Source: an optimization exercise on an open RTL-to-GDS flow (aim: small area). Production flows keep margins and buffers that such runs may drop. In this exercise RTL edits were held to simulation tests only and were not proved equivalent to the original. Power figures rest on the tool's default switching activity, not on a simulated workload.

`flow/constraint.sdc`:
```
create_clock -name core_clock -period 10.0 [get_ports {CLOCK_50}]
set_input_delay 2.0000 -clock core_clock [delete_from_list [all_inputs] [get_ports {CLOCK_50}]]
set_output_delay 2.0000 -clock core_clock [all_outputs]
set_load 0.01 [all_outputs]
```
`flow/config.mk`:
```
export PLATFORM = sky130hd
export DESIGN_NAME = project
export DESIGN_NICKNAME = project
export VERILOG_FILES = /design/flow/design.v
export SDC_FILE = /design/flow/constraint.sdc
export NUM_CORES = 4
export LEC_CHECK = 0
export ABC_AREA = 1
export CAP_MARGIN = 20
export CORE_MARGIN = 2
export CORE_UTILIZATION = 40
export CTS_BUF_LIST = sky130_fd_sc_hd__clkbuf_8
export SLEW_MARGIN = 20
```
`flow/design.v`:
```
module project(
	CLOCK_50,
	KEY,
	SW,
	plot,
	x,
	y,
	colour,
	HEX0,
	HEX1,
	HEX2
	);
	input          CLOCK_50;
	input  [9:0]   SW;
	input  [3:0]   KEY;
	output reg     plot;
	output [7:0]   x;
	output [6:0]   y;
	output reg [2:0] colour;
	output [6:0]   HEX0, HEX1, HEX2;
	wire clk = CLOCK_50;
	wire rn  = KEY[0];
	localparam S_CLR = 5'd0,  S_ENT = 5'd1,  S_BG  = 5'd2,
	           S_C1  = 5'd3,  S_C2  = 5'd4,  S_C21 = 5'd5,  S_C3  = 5'd6,
	           S_C4  = 5'd7,  S_C5  = 5'd8,  S_C6  = 5'd9,  S_C61 = 5'd10,
	           S_C7  = 5'd11, S_C8  = 5'd12, S_C9  = 5'd13, S_C91 = 5'd14,
	           S_C10 = 5'd15, S_C11 = 5'd16, S_C12 = 5'd17, S_HUM = 5'd18,
	           S_CRU = 5'd19, S_END = 5'd20;
	reg [4:0] st;
	reg [3:0] ph;
	reg [7:0] u;
	reg [6:0] v;
	reg [6:0] x1, x2, x6, x11;
	reg r2, r6;                   
	reg [7:0] x9, x10;            
	reg [6:0] y9, y10;
	reg [7:0] hx;                 
	reg [6:0] hy;
	reg [1:0] hq;                 
	reg [2:0] hcol;               
	reg fr1, frL, fe10;           
	reg level_up, crushed, endgame;
	reg right, down, right1, down1;
	reg [7:0] cxr;                
	wire iscar = (st >= S_C1) && (st <= S_C12);
	wire ismoto = (st == S_C9) || (st == S_C91) || (st == S_C10);
	wire iswide = (st == S_C2) || (st == S_C21) || (st == S_C6) || (st == S_C61);
	wire active = iscar && ((st < S_C9) || level_up);
	reg [6:0] cy;
	reg [2:0] ccol;
	reg [12:0] lterm;
	reg first;
	always @(*) begin
		cy = 7'd0; ccol = 3'd0; lterm = 13'd0;
		first = 1'b0;
		case (st)
		S_C1:  begin cy = 7'd27; ccol = 3'b001; lterm = 13'd168;  first = fr1; end
		S_C2,
		S_C21: begin cy = 7'd60; ccol = 3'b010; lterm = 13'd420; end
		S_C3:  begin cy = 7'd90; ccol = 3'b011; lterm = 13'd420;  first = fr1; end
		S_C4:  begin cy = 7'd27; ccol = 3'b100; lterm = 13'd84;   first = fr1; end
		S_C5:  begin cy = 7'd27; ccol = 3'b101; lterm = 13'd168;  first = fr1; end
		S_C6,
		S_C61: begin cy = 7'd60; ccol = 3'b110; lterm = 13'd420; end
		S_C7:  begin cy = 7'd90; ccol = 3'b111; lterm = 13'd420;  first = fr1; end
		S_C8:  begin cy = 7'd90; ccol = 3'b001; lterm = 13'd4170; first = fr1; end
		S_C9:  begin cy = y9;  ccol = 3'b110; lterm = 13'd167; first = frL; end
		S_C91: begin cy = y9;  ccol = 3'b110; lterm = 13'd167; end
		S_C10: begin cy = y10; ccol = 3'b110; lterm = 13'd167; first = frL; end
		S_C11: begin cy = 7'd45; ccol = 3'b001; lterm = 13'd18;  first = frL; end
		S_C12: begin cy = 7'd75; ccol = 3'b011; lterm = 13'd45;  first = frL; end
		default: ;
		endcase
	end
	reg cdir, cdy;
	always @(*) begin
		cdir = 1'b1; cdy = 1'b1;
		case (st)
		S_C2, S_C21: cdir = r2;
		S_C6, S_C61: cdir = r6;
		S_C9, S_C91: begin cdir = right; cdy = down; end
		S_C10: begin cdir = right1; cdy = down1; end
		default: ;
		endcase
	end
	wire wrapcar = !ismoto && !iswide;
	wire [7:0] nx = (wrapcar && cx == 8'd127) ? 8'd26 : (cdir ? cx + 1'b1 : cx - 1'b1);
	wire [6:0] ny = cdy ? cy + 1'b1 : cy - 1'b1;
	wire [7:0] cx = cxr;
	wire [12:0] R = {v[4:0], u};
	wire [12:0] lend = lterm + first;
	wire mfe = ((st == S_C91) && frL) || ((st == S_C10) && fe10);
	wire erase_done = ismoto ? (mfe ? (R == 13'd0) : (R == 13'd4)) :
	                  iswide ? (R == 13'd64) : (R == 13'd32);
	wire draw_done = (R == lend);
	wire mvl = SW[3] && (hx != 8'd26);
	wire mvr = SW[2] && (hx != 8'd133) && ((hx == 8'd26) || !SW[3]);
	wire mvu = SW[1] && (hy != 7'd21);
	wire mvd = SW[0] && (hy != 7'd102) && ((hy == 7'd21) || !SW[1]);
	wire jump = (hy == 7'd9) || (hy == 7'd5) || (hx == 8'd9) || (hx == 8'd4);
	wire [7:0] nhx = jump ? 8'd26 : hx + {{7{mvl}}, mvl | mvr};
	wire [6:0] nhy = jump ? 7'd21 : hy + {{6{mvu}}, mvu | mvd};
	wire hmove = ((st == S_HUM) && (u == 8'd9)) ||
	             ((st == S_CLR) && (ph == 4'd1) && (v == 7'd0) && (u == 8'd9));
	reg [7:0] pbx, pul, pud;
	reg [6:0] pby, pvd;
	reg [2:0] pcol;
	reg pwait;
	always @(*) begin
		pbx = 8'd0; pby = 7'd0; pul = 8'd0; pud = 8'd0; pvd = 7'd0; pcol = 3'b000; pwait = 1'b0;
		case ({st, ph})
		{S_ENT, 4'd1}:  begin pul = 8'd15; pud = 8'd15; pvd = 7'd15; pcol = 3'b100; end
		{S_ENT, 4'd2}:  begin pbx = 8'd4; pby = 7'd4; pul = 8'd7; pud = 8'd7; pvd = 7'd7;
		                      pcol = (v == 7'd0) ? 3'b100 : 3'b000; end
		{S_ENT, 4'd3}:  begin pbx = 8'd133; pby = 7'd102; pul = 8'd1; pud = 8'd1; pvd = 7'd1;
		                      pcol = (u == 8'd0 && v == 7'd0) ? 3'b000 : 3'b110; end
		{S_ENT, 4'd4}:  begin pbx = 8'd133; pby = 7'd21; pul = 8'd1; pud = 8'd1; pvd = 7'd1; pcol = 3'b010; end
		{S_ENT, 4'd5}:  pwait = 1'b1;
		{S_BG, 4'd1}:   begin pbx = 8'd25; pby = 7'd20; pul = 8'd110; pud = 8'd110; pvd = 7'd0; pcol = 3'b100; end
		{S_BG, 4'd2}:   begin pbx = 8'd25; pby = 7'd104; pul = 8'd110; pud = 8'd110; pvd = 7'd0; pcol = 3'b100; end
		{S_BG, 4'd3}:   begin pbx = 8'd25; pby = 7'd20; pul = 8'd0; pud = 8'd0; pvd = 7'd84; pcol = 3'b100; end
		{S_BG, 4'd4}:   begin pbx = 8'd135; pby = 7'd20; pul = 8'd0; pud = 8'd0; pvd = 7'd84; pcol = 3'b100; end
		{S_BG, 4'd5}:   begin pbx = 8'd133; pby = 7'd21; pul = 8'd1; pud = 8'd1; pvd = 7'd1; pcol = 3'b100; end
		{S_BG, 4'd6}:   pwait = 1'b1;
		{S_CRU, 4'd1}:  begin pbx = 8'd80;  pby = 7'd50; pul = 8'd10; pud = 8'd0; pvd = 7'd20;
		                      pcol = (u == 8'd0 && v == 7'd0) ? 3'b000 : 3'b011; end
		{S_CRU, 4'd2}:  begin pbx = 8'd90;  pby = 7'd40; pul = 8'd20; pud = 8'd0; pvd = 7'd30; pcol = 3'b011; end
		{S_CRU, 4'd3}:  begin pbx = 8'd110; pby = 7'd55; pul = 8'd3;  pud = 8'd0; pvd = 7'd10; pcol = 3'b011; end
		{S_CRU, 4'd4}:  begin pbx = 8'd87;  pby = 7'd70; pul = 8'd7;  pud = 8'd7; pvd = 7'd4;  pcol = 3'b011; end
		{S_CRU, 4'd5}:  begin pbx = 8'd113; pby = 7'd35; pul = 8'd60; pud = 8'd0; pvd = 7'd35; pcol = 3'b011; end
		{S_CRU, 4'd6}:  begin pbx = 8'd120; pby = 7'd70; pul = 8'd7;  pud = 8'd7; pvd = 7'd4;  pcol = 3'b011; end
		{S_CRU, 4'd7}:  begin pbx = 8'd83;  pby = 7'd47; pul = 8'd7;  pud = 8'd0; pvd = 7'd3;  pcol = 3'b011; end
		{S_CRU, 4'd8}:  pwait = 1'b1;
		{S_END, 4'd1}:  begin pbx = 8'd40;  pby = 7'd40; pul = 8'd3; pud = 8'd3; pvd = 7'd25; pcol = 3'b011; end
		{S_END, 4'd2}:  begin pbx = 8'd44;  pby = 7'd60; pul = 8'd3; pud = 8'd3; pvd = 7'd20; pcol = 3'b011; end
		{S_END, 4'd3}:  begin pbx = 8'd48;  pby = 7'd50; pul = 8'd3; pud = 8'd3; pvd = 7'd15; pcol = 3'b011; end
		{S_END, 4'd4}:  begin pbx = 8'd52;  pby = 7'd60; pul = 8'd3; pud = 8'd3; pvd = 7'd22; pcol = 3'b011; end
		{S_END, 4'd5}:  begin pbx = 8'd56;  pby = 7'd40; pul = 8'd3; pud = 8'd3; pvd = 7'd25; pcol = 3'b011; end
		{S_END, 4'd6}:  begin pbx = 8'd70;  pby = 7'd40; pul = 8'd7; pud = 8'd7; pvd = 7'd40; pcol = 3'b011; end
		{S_END, 4'd7}:  begin pbx = 8'd88;  pby = 7'd40; pul = 8'd3; pud = 8'd3; pvd = 7'd40; pcol = 3'b011; end
		{S_END, 4'd8}:  begin pbx = 8'd92;  pby = 7'd40; pul = 8'd3; pud = 8'd3; pvd = 7'd20; pcol = 3'b011; end
		{S_END, 4'd9}:  begin pbx = 8'd96;  pby = 7'd50; pul = 8'd3; pud = 8'd3; pvd = 7'd20; pcol = 3'b011; end
		{S_END, 4'd10}: begin pbx = 8'd100; pby = 7'd60; pul = 8'd3; pud = 8'd3; pvd = 7'd20; pcol = 3'b011; end
		{S_END, 4'd11}: begin pbx = 8'd104; pby = 7'd40; pul = 8'd3; pud = 8'd3; pvd = 7'd40; pcol = 3'b011; end
		{S_END, 4'd12}: pwait = 1'b1;
		default: ;
		endcase
	end
	wire newxy = active && (ph == 4'd2);
	wire ispic = (st == S_ENT) || (st == S_BG) || (st == S_CRU) || (st == S_END);
	wire pdone = (u == pud) && (v == pvd);
	wire clrend = (ph == 4'd1) && (u == 8'd160) && (v == 7'd120);
	reg clr_uv;
	reg [7:0] ulim;
	always @(*) begin
		ulim = 8'd255;
		clr_uv = 1'b0;
		if (st == S_CLR) begin
			ulim = 8'd160;
			clr_uv = clrend || (ph == 4'd2);
		end else if (ispic) begin
			ulim = pul;
			clr_uv = (ph == 4'd0) || pwait || pdone;
		end else if (st == S_HUM) begin
			clr_uv = (u == 8'd17);
		end else begin
			clr_uv = !active || (ph == 4'd0) || newxy || ((ph == 4'd3) && draw_done);
		end
	end
	always @(posedge clk) begin
		if (!rn) begin
			u <= 8'd0; v <= 7'd0;
		end else if (clr_uv) begin
			u <= {7'd0, newxy && !ismoto}; v <= 7'd0;
		end else if (u == ulim) begin
			u <= 8'd0; v <= v + 1'b1;
		end else u <= u + 1'b1;
	end
	always @(posedge clk) begin
		if (!rn) begin
			st <= S_CLR; ph <= 4'd0;
			fr1 <= 1'b1; frL <= 1'b1; fe10 <= 1'b0;
		end else begin
			case (st)
			S_CLR: begin
				if (ph == 4'd0) ph <= 4'd1;
				else if (clrend) ph <= 4'd2;
				else if (ph == 4'd2) begin st <= S_ENT; ph <= 4'd0; end
			end
			S_ENT, S_BG, S_CRU, S_END: begin
				if (ph == 4'd0) begin
					if (st == S_CRU && !crushed) st <= S_END;
					else if (st == S_END && !endgame) st <= S_BG;
					else ph <= 4'd1;
				end else if (pwait) begin
					if (st == S_ENT) begin st <= S_BG; ph <= 4'd0; end
					else if (st == S_BG) begin st <= S_C1; ph <= 4'd0; end
				end else if (pdone) ph <= ph + 1'b1;
			end
			S_HUM: begin
				if (u == 8'd17) st <= S_CRU;
			end
			default: begin  
				if (!active) st <= st + 1'b1;
				else case (ph)
				4'd0: ph <= 4'd1;
				4'd1: if (erase_done) ph <= 4'd2;
				4'd2: ph <= 4'd3;
				default: begin
					if (draw_done) begin
						st <= st + 1'b1; ph <= 4'd0;
						if (st == S_C8) fr1 <= 1'b0;
						if (st == S_C12) frL <= 1'b0;
						if (st == S_C10) fe10 <= frL;
					end
				end
				endcase
			end
			endcase
		end
	end
	always @(posedge clk) begin
		if (!rn) begin
			x1 <= 7'd27; x2 <= 7'd28; x6 <= 7'd106; x11 <= 7'd45;
			r2 <= 1'b1; r6 <= 1'b1;
			x9 <= 8'd30; y9 <= 7'd28; x10 <= 8'd60; y10 <= 7'd91;
			hx <= 8'd5; hy <= 7'd7;
			hq <= 2'd1;
		end else begin
			if (newxy) begin
				case (st)
				S_C1:  x1 <= nx[6:0];
				S_C2, S_C21: begin
					x2 <= nx[6:0];
					if (nx[6:0] == 7'd65) r2 <= 1'b0;
					else if (nx[6:0] == 7'd26) r2 <= 1'b1;
				end
				S_C6, S_C61: begin
					x6 <= nx[6:0];
					if (nx[6:0] == 7'd119) r6 <= 1'b0;
					else if (nx[6:0] == 7'd80) r6 <= 1'b1;
				end
				S_C9, S_C91: begin x9 <= nx; y9 <= ny; end
				S_C10: begin x10 <= nx; y10 <= ny; end
				S_C11: x11 <= nx[6:0];
				default: ;
				endcase
			end
			if (hmove) begin hx <= nhx; hy <= nhy; end
			if (st == S_HUM && u != 8'd0 && u != 8'd9) hq <= hq + 1'b1;
		end
	end
	always @(posedge clk) begin
		if (iscar && ph == 4'd0) cxr <= pmux;
		else if (newxy) cxr <= nx;
	end
	always @(posedge clk) begin
		if (!rn) hcol <= 3'b000;
		else if (st == S_HUM && u >= 8'd1 && u <= 8'd8) hcol <= 3'b000;
		else hcol <= SW[6:4];
	end
	reg [4:0] sc;           
	reg pv, pr, pdv, pd;    
	reg [2:0] hf;           
	reg phit;
	reg [3:0] cidx;
	always @(*) begin
		case (st)
		S_C1: cidx = 4'd0;
		S_C4: cidx = 4'd1;
		S_C5: cidx = 4'd2;
		S_C11: cidx = 4'd3;
		S_C2, S_C21: cidx = 4'd4;
		S_C6, S_C61: cidx = 4'd5;
		S_C12: cidx = 4'd6;
		S_C3: cidx = 4'd7;
		S_C7: cidx = 4'd8;
		S_C8: cidx = 4'd9;
		S_C9, S_C91: cidx = 4'd10;
		default: cidx = 4'd11;
		endcase
	end
	wire crstep = (sc == 5'd10);
	wire hstep = (st == S_HUM) && (u <= 8'd9);
	wire hsub = crstep || hstep;
	wire sm = sc[4];
	wire [3:0] sk = sc[3:0];
	wire [3:0] msel = (iscar && (ph == 4'd0 || crstep)) ? cidx : hstep ? u[3:0] : sk;
	wire c1m = (st > S_C1) || (st == S_C1 && ph == 4'd3);
	wire ny3 = (st < S_C3) || (st == S_C3 && ph != 4'd3);
	wire ny4 = (st < S_C4) || (st == S_C4 && ph != 4'd3);
	wire ny5 = (st < S_C5) || (st == S_C5 && ph != 4'd3);
	wire ny7 = (st < S_C7) || (st == S_C7 && ph != 4'd3);
	wire ny8 = (st < S_C8) || (st == S_C8 && ph != 4'd3);
	wire lag12 = level_up && ((st == S_C11 && ph == 4'd3) || (st == S_C12 && ph != 4'd3));
	reg [7:0] koff;
	reg rgb;
	always @(*) begin
		koff = 8'd0; rgb = 1'b0;
		case (msel)
		4'd1: koff = 8'd37 - (c1m && ny4);
		4'd2: koff = 8'd75 - (c1m && ny5);
		4'd3: rgb = 1'b1;
		4'd6: begin rgb = 1'b1;
		      koff = 8'd17 - lag12; end
		4'd7: koff = 8'd20 - (c1m && ny3);
		4'd8: koff = 8'd60 - (c1m && ny7);
		4'd9: koff = 8'd80 - (c1m && ny8);
		default: ;
		endcase
	end
	wire [7:0] rp = {1'b0, rgb ? x11 : x1} + koff;
	wire [7:0] rpos = rp[7] ? rp - 8'd102 : rp;
	reg [7:0] pmux;
	always @(*) begin
		case (msel)
		4'd4: pmux = {1'b0, x2};
		4'd5: pmux = {1'b0, x6};
		4'd10: pmux = x9;
		4'd11: pmux = x10;
		default: pmux = rpos;
		endcase
	end
	wire [7:0] sx = hsub ? hx : (sm ? x10 : x9);
	wire [6:0] sy = hsub ? hy : (sm ? y10 : y9);
	wire g1  = (msel <= 4'd2);
	wire g11 = (msel == 4'd3);
	wire g2  = (msel == 4'd4) || (msel == 4'd5);
	wire g12 = (msel == 4'd6);
	wire g3  = (msel >= 4'd7) && (msel <= 4'd9);
	wire gany = g1 || g11 || g2 || g12 || g3;
	wire gsq = g11 || g12;      
	wire [6:0] ybase = g1 ? 7'd27 : g11 ? 7'd45 : g2 ? 7'd60 : g12 ? 7'd75 : 7'd90;
	wire [7:0] ydf = {1'b0, sy} - {1'b0, ybase};
	wire srl = gany && !ydf[7] && (ydf[6:0] <= 7'd4);
	wire slw = gany && ((ydf == 8'hFF) || (!ydf[7] && (ydf[6:0] <= 7'd5)));
	wire sdtop = gany && (gsq ? (ydf == 8'd0) : (ydf == 8'hFF));
	wire sdbot = gany && (gsq ? (ydf == 8'd4) : (ydf == 8'd5));
	wire gok = !(g11 || g12) || level_up;
	wire [8:0] sd = {1'b0, sx} - {1'b0, pmux};
	wire sneg = sd[8];
	wire [7:0] sdl = sd[7:0];
	wire in0 = !sneg && (g2 ? (sdl <= 8'd16) : (sdl <= 8'd8));
	wire inm = !sneg && (sdl != 8'd0) && (g2 ? (sdl <= 8'd17) : (sdl <= 8'd9));
	wire inp = (sd == 9'h1FF) || (!sneg && (g2 ? (sdl <= 8'd15) : (sdl <= 8'd7)));
	wire eqw = !sneg && (g2 ? (sdl == 8'd16) : (sdl == 8'd8));
	wire eqm3 = (sd == 9'h1FD);
	wire sf1 = srl && eqw;
	wire sf0 = srl && eqm3;
	wire sdt = sdtop && in0;
	wire sdb = sdbot && in0;
	wire first_step = (sk == 4'd0);
	wire pv0  = first_step ? ((sx <= 8'd26) || (sx >= 8'd130)) : pv;
	wire pr0  = first_step ? (sx <= 8'd26) : pr;
	wire pdv0 = first_step ? ((sy == 7'd24) || (sy == 7'd103)) : pdv;
	wire pd0  = first_step ? (sy == 7'd24) : pd;
	wire pv1  = pv0 || sf1 || sf0;
	wire pr1  = sf1 ? 1'b1 : sf0 ? 1'b0 : pr0;
	wire pdv1 = pdv0 || sdt || sdb;
	wire pd1  = sdt ? 1'b0 : sdb ? 1'b1 : pd0;
	wire scan_on = (sc != 5'd31) && !crstep;
	always @(posedge clk) begin
		if (!rn) begin
			sc <= 5'd31;
			right <= 1'b1; down <= 1'b1; right1 <= 1'b1; down1 <= 1'b1;
		end else if (newxy) begin
			sc <= 5'd10;
		end else if (crstep) begin
			sc <= 5'd0;
		end else if (scan_on) begin
			pv <= pv1; pr <= pr1; pdv <= pdv1; pd <= pd1;
			if (sk == 4'd9) begin
				sc <= sm ? 5'd31 : 5'd16;
				if (sm) begin
					if (pv1) right1 <= pr1;
					if (pdv1) down1 <= pd1;
				end else begin
					if (pv1) right <= pr1;
					if (pdv1) down <= pd1;
				end
			end else sc <= sc + 1'b1;
		end
	end
	wire hvalid = slw && gok;
	wire [2:0] hf1 = (u == 8'd0 ? 3'b000 : hf) | {3{hvalid}} & {inp, in0, inm};
	wire nlane = (nhy >= 7'd27 && nhy <= 7'd31) || (nhy >= 7'd45 && nhy <= 7'd49) ||
	             (nhy >= 7'd60 && nhy <= 7'd64) || (nhy >= 7'd75 && nhy <= 7'd79) ||
	             (nhy >= 7'd90 && nhy <= 7'd94);
	always @(posedge clk) begin
		if (hstep) hf <= hf1;
		if (!rn)
			phit <= 1'b0;
		else if (hstep && u == 8'd9)
			phit <= !jump && nlane && (mvl ? hf1[0] : mvr ? hf1[2] : hf1[1]);
		else
			phit <= 1'b0;
	end
	wire crhit = crstep && iscar && srl && in0 && gok;
	wire L11 = (hy >= 7'd45) && (hy <= 7'd49);
	wire L12 = (hy >= 7'd75) && (hy <= 7'd79);
	wire [6:0] hy1 = hy + 1'b1;
	wire [7:0] hx1 = hx + 1'b1;
	wire m9y  = (hy == y9)  || (hy1 == y9);
	wire m10y = (hy == y10) || (hy1 == y10);
	wire hit9  = (hx == x9)  || (hx1 == x9);
	wire hit10 = (hx == x10) || (hx1 == x10);
	wire mhit = level_up && !L11 && !L12 && (m9y ? hit9 : (m10y && hit10));
	wire egame = level_up && !L11 && !L12 && !m9y && !m10y && (hx == 8'd133) && (hy == 7'd21);
	always@(posedge clk)
	begin
		if(!rn)
			level_up<= 1'b0;
		else if((hx == 8'd133) && (hy == 7'd102))
			level_up <= 1'b1;
	end
	always @(posedge clk) begin
		if (!rn) begin
			crushed <= 1'b0;
			endgame <= 1'b0;
		end else begin
			if (mhit || crhit || phit) crushed <= 1'b1;
			if (egame) endgame <= 1'b1;
		end
	end
	reg ENcount;
	always @(posedge clk) begin
		if (!rn) ENcount <= 1'b0;
		else if (hx == 8'd26 && hy == 7'd21) ENcount <= 1'b1;
		else if (endgame || crushed) ENcount <= 1'b0;
	end
	reg [15:0] rdiv;
	reg [3:0] d0, d1, d2;
	wire tick = (rdiv == 16'hd887);
	always @(posedge clk) begin
		if (!rn) rdiv <= 16'd1;
		else if (tick) rdiv <= 16'd1;
		else if (ENcount) rdiv <= {rdiv[14:0], rdiv[15] ^ rdiv[13] ^ rdiv[12] ^ rdiv[10]};
	end
	always @(posedge clk) begin
		if (!rn) begin d0 <= 4'd0; d1 <= 4'd0; d2 <= 4'd0; end
		else if (d0 == 4'd10) begin d0 <= 4'd0; d1 <= d1 + 1'b1; end
		else if (d1 == 4'd10) begin d1 <= 4'd0; d2 <= d2 + 1'b1; end
		else if (tick) d0 <= d0 + 1'b1;
	end
	seg7 s0(.c(d0), .LED(HEX0));
	seg7 s1(.c(d1), .LED(HEX1));
	seg7 s2(.c(d2), .LED(HEX2));
	reg [7:0] bx, ox;
	reg [6:0] by, oy;
	reg offen;
	wire [1:0] hqm = hq - 1'b1;
	always @(*) begin
		plot = 1'b0; bx = 8'd0; by = 7'd0; ox = 8'd0; oy = 7'd0; colour = 3'b000;
		offen = 1'b1;
		case (st)
		S_CLR: begin
			plot = (ph != 4'd0); ox = u; oy = v; offen = rn;
		end
		S_ENT, S_BG, S_CRU, S_END: begin
			plot = (ph != 4'd0) && !pwait;
			bx = pbx; by = pby; ox = u; oy = v; colour = pcol;
		end
		S_HUM: begin
			plot = (u != 8'd8) && (u != 8'd17);
			bx = hx; by = hy; colour = hcol; offen = rn;
			if (u == 8'd0 || u == 8'd9) begin ox = {7'd0, hqm[0]}; oy = {6'd0, hqm[1]}; end
			else begin ox = {7'd0, hq[0]}; oy = {6'd0, hq[1]}; end
		end
		default: begin  
			if (active) begin
				plot = (ph == 4'd1) || (ph == 4'd3);
				bx = cx; by = cy; offen = rn;
				colour = (ph == 4'd3 && rn) ? ccol : 3'b000;
				if (ismoto) ox = {6'd0, u[1:0]};
				else if (iswide) begin ox = {4'd0, u[3:0]}; oy = {5'd0, u[5:4]}; end
				else begin ox = {5'd0, u[2:0]}; oy = {5'd0, u[4:3]}; end
			end
		end
		endcase
	end
	assign x = bx + (offen ? ox : 8'd0);
	assign y = by + (offen ? oy : 7'd0);
endmodule
module seg7 (LED, c);
	input [3:0] c;
	output [6:0] LED;
	assign LED[0] = ~c[3] & ~c[2] & ~c[1] & c[0] | ~c[3] & c[2] & ~c[1] & ~c[0] | c[3] & ~c[2] & c[1] & c[0] | c[3] & c[2] & ~c[1] & c[0];
	assign LED[1] = ~c[3] & c[2] & ~c[1] & c[0] | c[3] & c[2] & ~c[0] | c[3] & c[1] & c[0] | c[2] & c[1] & ~c[0];
	assign LED[2] = c[3] & c[2] & ~c[0] | c[3] & c[2] & c[1] | ~c[3] & ~c[2] & c[1] & ~c[0];
	assign LED[3] = ~c[3] & c[2] & ~c[1] & ~c[0] | ~c[3] & ~c[2] & ~c[1] & c[0] | c[2] & c[1] & c[0] | c[3] & ~c[2] & c[1] & ~c[0];
	assign LED[4] = ~c[3] & c[2] & ~c[1] | ~c[3] & c[0] | ~c[2] & ~c[1] & c[0];
	assign LED[5] = ~c[3] & ~c[2] & c[0] | ~c[3] & c[1] & c[0] | ~c[3] & ~c[2] & c[1] | c[3] & c[2] & ~c[1] & c[0];
	assign LED[6] = ~c[3] & ~c[2] & ~c[1] | c[3] & c[2] & ~c[1] & ~c[0] | ~c[3] & c[2] & c[1] & c[0];
endmodule
```
`flow/standard.sh`:
```
#!/bin/bash
# synth_recipe.tcl (not shown) runs the flow's synth.tcl, then flattens the netlist and writes it again
# the make line also repeats each setting of config.mk as NAME=value (left out here)
make -C /OpenROAD-flow-scripts/flow DESIGN_CONFIG=/design/flow/config.mk WORK_HOME=/design/flow/orfs CLKGATE_MAP_FILE= SYNTH_SCRIPT=/design/flow/synth_recipe.tcl "${@:-finish}"
```
`flow/flow/run.sh`:
```
#!/bin/bash
# The standard layout (standard.sh, unchanged synthesis and steps), with
# options passed through the environment:
#  - port buffers use the smallest buffer cell instead of clkdlybuf4s50_1;
#  - clock tree synthesis inserts no dummy loads;
#  - after floorplanning, flow/post_floorplan.tcl recovers area on the
#    combinational logic (restructure) and sets drive strength 1; later
#    repair steps size up where needed.
set -e
export BUFFER_PORTS_ARGS="-buffer_cell sky130_fd_sc_hd__buf_1"
export CTS_ARGS="-sink_clustering_enable -repair_clock_nets -buf_list sky130_fd_sc_hd__clkbuf_8 -dont_use_dummy_load"
export POST_FLOORPLAN_TCL="$(pwd)/flow/post_floorplan.tcl"
bash standard.sh > standard.log 2>&1
```
`flow/flow/post_floorplan.tcl`:
```
# POST_FLOORPLAN hook.
# 1. Area recovery on the combinational logic with OpenROAD's restructure
#    (ABC).  Registers are not touched, so they keep the standard
#    synthesis's names and cell types.  ABC maps onto a copy of the
#    platform liberty without the cells the platform marks don't-use.
# 2. Combinational cells left at a higher drive strength are set to drive
#    strength 1; later repair steps size up where needed.
set rmp_dir [file join $::env(OBJECTS_DIR) rmp]
file mkdir $rmp_dir
set src_lib [file join $::env(PLATFORM_DIR) lib sky130_fd_sc_hd__tt_025C_1v80.lib]
set rmp_lib [file join $rmp_dir restructure.lib]
set fi [open $src_lib r]
set fo [open $rmp_lib w]
set skip 0
set depth 0
set dropped 0
while {[gets $fi line] >= 0} {
  if {!$skip && [regexp {^\s*cell\s*\(\s*"?sky130_fd_sc_hd__(lpflow_|probe|fill_)} $line]} {
    set skip 1
    set depth 0
    set opened 0
    incr dropped
  }
  if {$skip} {
    set o [regexp -all {\{} $line]
    set c [regexp -all {\}} $line]
    set depth [expr {$depth + $o - $c}]
    if {$o > 0} { set opened 1 }
    if {$opened && $depth <= 0} { set skip 0 }
    continue
  }
  puts $fo $line
}
close $fi
close $fo
puts "restructure: liberty copy without $dropped don't-use cells"
report_design_area
restructure -liberty_file $rmp_lib -target area \
  -tiehi_port sky130_fd_sc_hd__conb_1/HI -tielo_port sky130_fd_sc_hd__conb_1/LO \
  -work_dir $rmp_dir -abc_logfile [file join $rmp_dir abc.log]
report_design_area

set db [ord::get_db]
set block [ord::get_db_block]
set n 0
foreach inst [$block getInsts] {
  set name [[$inst getMaster] getName]
  if {[regexp {^(sky130_fd_sc_hd__(?:inv|clkinv|nand2|nand3|nand4|nor2|nor3|nor4|and2|and3|and4|or2|or3|or4|a21oi|a31oi|o21ai|o21bai|a21o|o21a|a22oi|o22ai|a211oi|o211ai|xor2|xnor2|a2bb2oi|o2bb2ai|a221oi|o221ai|a32oi|o32ai|a41oi|o41ai|a311oi|o311ai|a2111oi|o2111ai|nand2b|nor2b|and2b|or2b)_)([0-9]+)$} $name -> base drv]} {
    if {$drv > 1} {
      set m [$db findMaster "${base}1"]
      if {$m != "NULL"} {
        $inst swapMaster $m
        incr n
      }
    }
  }
}
puts "downsize: swapped $n cells to drive strength 1"
set bad 0
foreach inst [$block getInsts] {
  if {[regexp {lpflow_|probe|fill_} [[$inst getMaster] getName]]} { incr bad }
}
if {$bad > 0} { error "restructure left $bad don't-use cells" }
```
==> results.txt <==
==> cells in the mapped netlist, types with 5 or more instances <==
master / number / share of area
nand2_1: 496 / 0.12
inv_1: 351 / 0.084
nor2_1: 238 / 0.057
a21oi_1: 175 / 0.056
nand3_1: 158 / 0.051
o21ai_0: 156 / 0.050
dfxtp_1: 153 / 0.20
ha_1: 97 / 0.078
xor2_1: 97 / 0.054
nor3_1: 74 / 0.024
nand4_1: 59 / 0.024
clkbuf_1: 49 / 0.012
xnor2_1: 32 / 0.018
o211ai_1: 30 / 0.014
inv_2: 27 / 0.0065
nor4_1: 23 / 0.0092
o21ai_1: 20 / 0.0064
nor2_2: 16 / 0.0064
edfxtp_1: 15 / 0.029
nand2_2: 15 / 0.0060
a31oi_1: 12 / 0.0048
a211oi_1: 11 / 0.0053
o22ai_1: 11 / 0.0044
buf_2: 10 / 0.0032
or2_2: 10 / 0.0040
fa_1: 9 / 0.012
nand3_2: 9 / 0.0058
a221oi_1: 8 / 0.0045
nor2_4: 8 / 0.0058
o221ai_1: 8 / 0.0045
o31ai_1: 8 / 0.0038
o21bai_1: 7 / 0.0034
a22oi_1: 6 / 0.0029
buf_1: 6 / 0.0014
nand3b_1: 5 / 0.0024
==> per-layer routing <==
layer  part of all wire  global-route usage  wire (um)
met2               0.46              0.3980      23210
met4              0.042              0.1103       2137
met1               0.42              0.3080      21050
met5                  0                   0          0
met3              0.082             0.04499       4130
==> logic make-up (layout without fill, tap and decap cells) <==
| logic type | after synthesis | in the layout | synth area share |
|---|---|---|---|
| adder cells (fa/ha/maj) | 106 | 0 | 0.08906 |
| multiplexers | 1 | 0 | 0.0006396 |
| buffers and inverters | 452 | 374 | 0.1111 |
| AND/OR/NAND/NOR | 1127 | 565 | 0.3246 |
| XOR/XNOR | 129 | 37 | 0.07219 |
| flip-flops | 168 | 168 | 0.2245 |
| AO/OA/AOI/OAI | 483 | 736 | 0.1780 |
==> repair_timing <==
action,4_1_cts,5_1_grt
setup endpoints to repair,0,8
gates resized for setup,0,19
setup buffers,0,0
==> state kept, by name, indices dropped and copies added (netlist names), 5 cells and up <==
signal  count
x9          8
rdiv       16
sc          5
st          5
y9          7
hy          7
x6          7
hx          8
x2          7
y10         7
x10         8
cxr         8
u           8
x1          7
v           7
x11         7
==> power breakdown <==
group	internal, mW	total, mW	switching [mW]	leakage [nW]
sequential	0.756	0.830	0.0734	1.38
combinational	0.873	2.65	1.77	2.84
clock	0.150	0.379	0.229	0.122
==> metrics by stage <==
stage / instance area (um2) / utilization / power [mW] / hold WS [ns]
floorplan: 15650 / - / 3.702 / 0.4309
global placement: 13580 / 0.3513 / 3.351 / 0.4482
detailed placement: 13580 / 0.3513 / 3.379 / 0.4600
CTS: 13810 / 0.3574 / 3.768 / 0.4794
global route: 13870 / 0.3589 / 4.128 / 0.5067
finish: 13870 / 0.3589 / 3.855 / 0.4798
==> worst min-delay path, stage by stage (launching register included) <==
cell and delay [ns]:
dfxtp_1 0.30, clkinv_1 0.07, a21oi_1 0.06
==> worst paths after layout <==
check	end	cells past startpoint	slack, ns	start
worst max-delay path	phit	48	0.98	st[3]
worst min-delay path	fe10	2	0.48	frL
worst max register to register	phit	48	0.98	st[3]
worst min register to register	fe10	2	0.48	frL
==> layout make-up <==
class,count,share of cell area
Inverter,275,0.07549
Tap cell,518,0.04672
Timing Repair Buffer,82,0.03148
Multi-Input combinational cell,1338,0.5759
Sequential cell,168,0.2535
Clock buffer,17,0.01687
==> impl_metrics.json <==
{
  "period_minus_slack_ns": 9.016,
  "max_cap_violations": 0,
  "gr-usage-all-layers": 0.2422,
  "slew_viol_final": 0,
  "synth_edf_count": 15,
  "layoutNonFillerInstCount": 2398,
  "finalClockSkew_ns": 0.06020,
  "post-route-drc-count": 0,
  "synthArstFlopShare": 0,
  "crit_family": "compound AO/OA/AOI/OAI gates",
  "cts_sinks": 168,
  "min_path_type": "flop to flop",
  "coreArea_um2": 38650,
  "seq_area_frac_synth": 0.2245,
  "setup_viol": 0,
  "cts_max_level": 4,
  "final_cell_mix": "clkinv_1, nor2_1, o22ai_1",
  "critPathMaxStageDelay_ns": 0.51,
  "cp-start-kind": "flop",
  "place_inst": 2381,
  "max_slew.worst_pin.slew_ns": 1.146,
  "cts_made_buffers": 17,
  "critPathKind": "flop to flop",
  "critPathMostFrequentCell": "nor2_1",
  "fillers": 4134,
  "first_iter_violations": 1866,
  "cts_root_buffer": "clkbuf_8",
  "preCtsSetupSlack_ns": 0.7774,
  "drt_pre_antenna_iters": 6,
  "syn_inst": 2466,
  "cts_hold_buf": 0,
  "power_density_nw_per_um2": 277.9,
  "avgSynthCellArea_um2": 6.347,
  "place.detailed.hpwl_um": 38900,
  "initial_core_util": 0.4050,
  "dieHeight_um": 201.8,
  "wl_um": 50530,
  "wl_per_cell_um": 21.07,
  "hold_viol_final": 0,
  "required_ns": 10.47,
  "critPathBufInv": 11,
  "period_share": 0.9016,
  "gp_congestion": 1.004,
  "peakVddDrop_v": 0.0001794,
  "end_kind": "flop",
  "cts_buffer_depth": 2,
  "die-area_um2": 40730,
  "setup_ws_ns": 0.9844,
  "grt_pass1_wl_um": 78160,
  "worst_path_max_delay_cell": "o21ai_0",
  "rsz0062_at_grt": "no",
  "vias": 15060,
  "grt_pass1_vias": 13780,
  "n_antenna_cell": 0,
  "multi_input_area_um2": 7989,
  "ant_nets": 0,
  "maxSlewHeadroom": 0.2342,
  "syn_area_um2": 15650,
  "io_buffers": 48,
  "yosysUniqueCellTypes": 66,
  "io_pins": 55,
  "worst-path-max-fanout": 11,
  "final_common_cell": "clkinv_1",
  "clk_pin_slew_ns": 0.11,
  "viasPerCell": 6.279,
  "outcome": "complete, no violations",
  "max_freq_ghz": 0.1109,
  "syn-num-nets": 2587,
  "cts_tree": "yes",
  "synth_warnings": 1,
  "synth-seq-cells": 168,
  "nets": 1897,
  "grt_overflow": 0,
  "layout-drive-gt1-share": 0.03936,
  "grt_start_max_net_pins": 68,
  "synthToLayoutAreaGrowth_pct": -11.37,
  "worstPathArrival_ns": 9.48,
  "fin_setup_tns_ns": 0,
  "insertion_delay_ns": 0.51,
  "dieWidth_um": 201.8,
  "grt_antenna_before_repair": 0,
  "synthFlopType": "dfxtp_1",
  "regArea_um2": 3517,
  "num_rows": 72,
  "p_leak_nw": 4.337
}

## separate check: timing with driven ports
The results above use ideal ports. As a check the final layout listed here was re-extracted and re-timed, cells and wires unchanged. Step 1 (the two cells are an assumption about what drives the block):
set clk [get_ports {CLOCK_50}]
set_driving_cell -lib_cell sky130_fd_sc_hd__clkbuf_16 $clk
set_driving_cell -lib_cell sky130_fd_sc_hd__buf_2 [delete_from_list [all_inputs] $clk]
Step 2, shift: input delay + t, output delay - t, t = (earliest + latest rising clock arrival at the registers) / 2. This alone moves slack from input paths to output paths. Slacks: ideal ports / drivers / drivers and shift; pairs: ideal ports / drivers.
t, ns: 0.531
setup WS [ns]: 0.984 / 0.984 / 0.984
cell pins on the clock port's net: 1
After both steps this run still meets setup and hold. For this run, drivers alone change the setup slack by 0.000 ns; drivers and shift together by 0.000 ns.
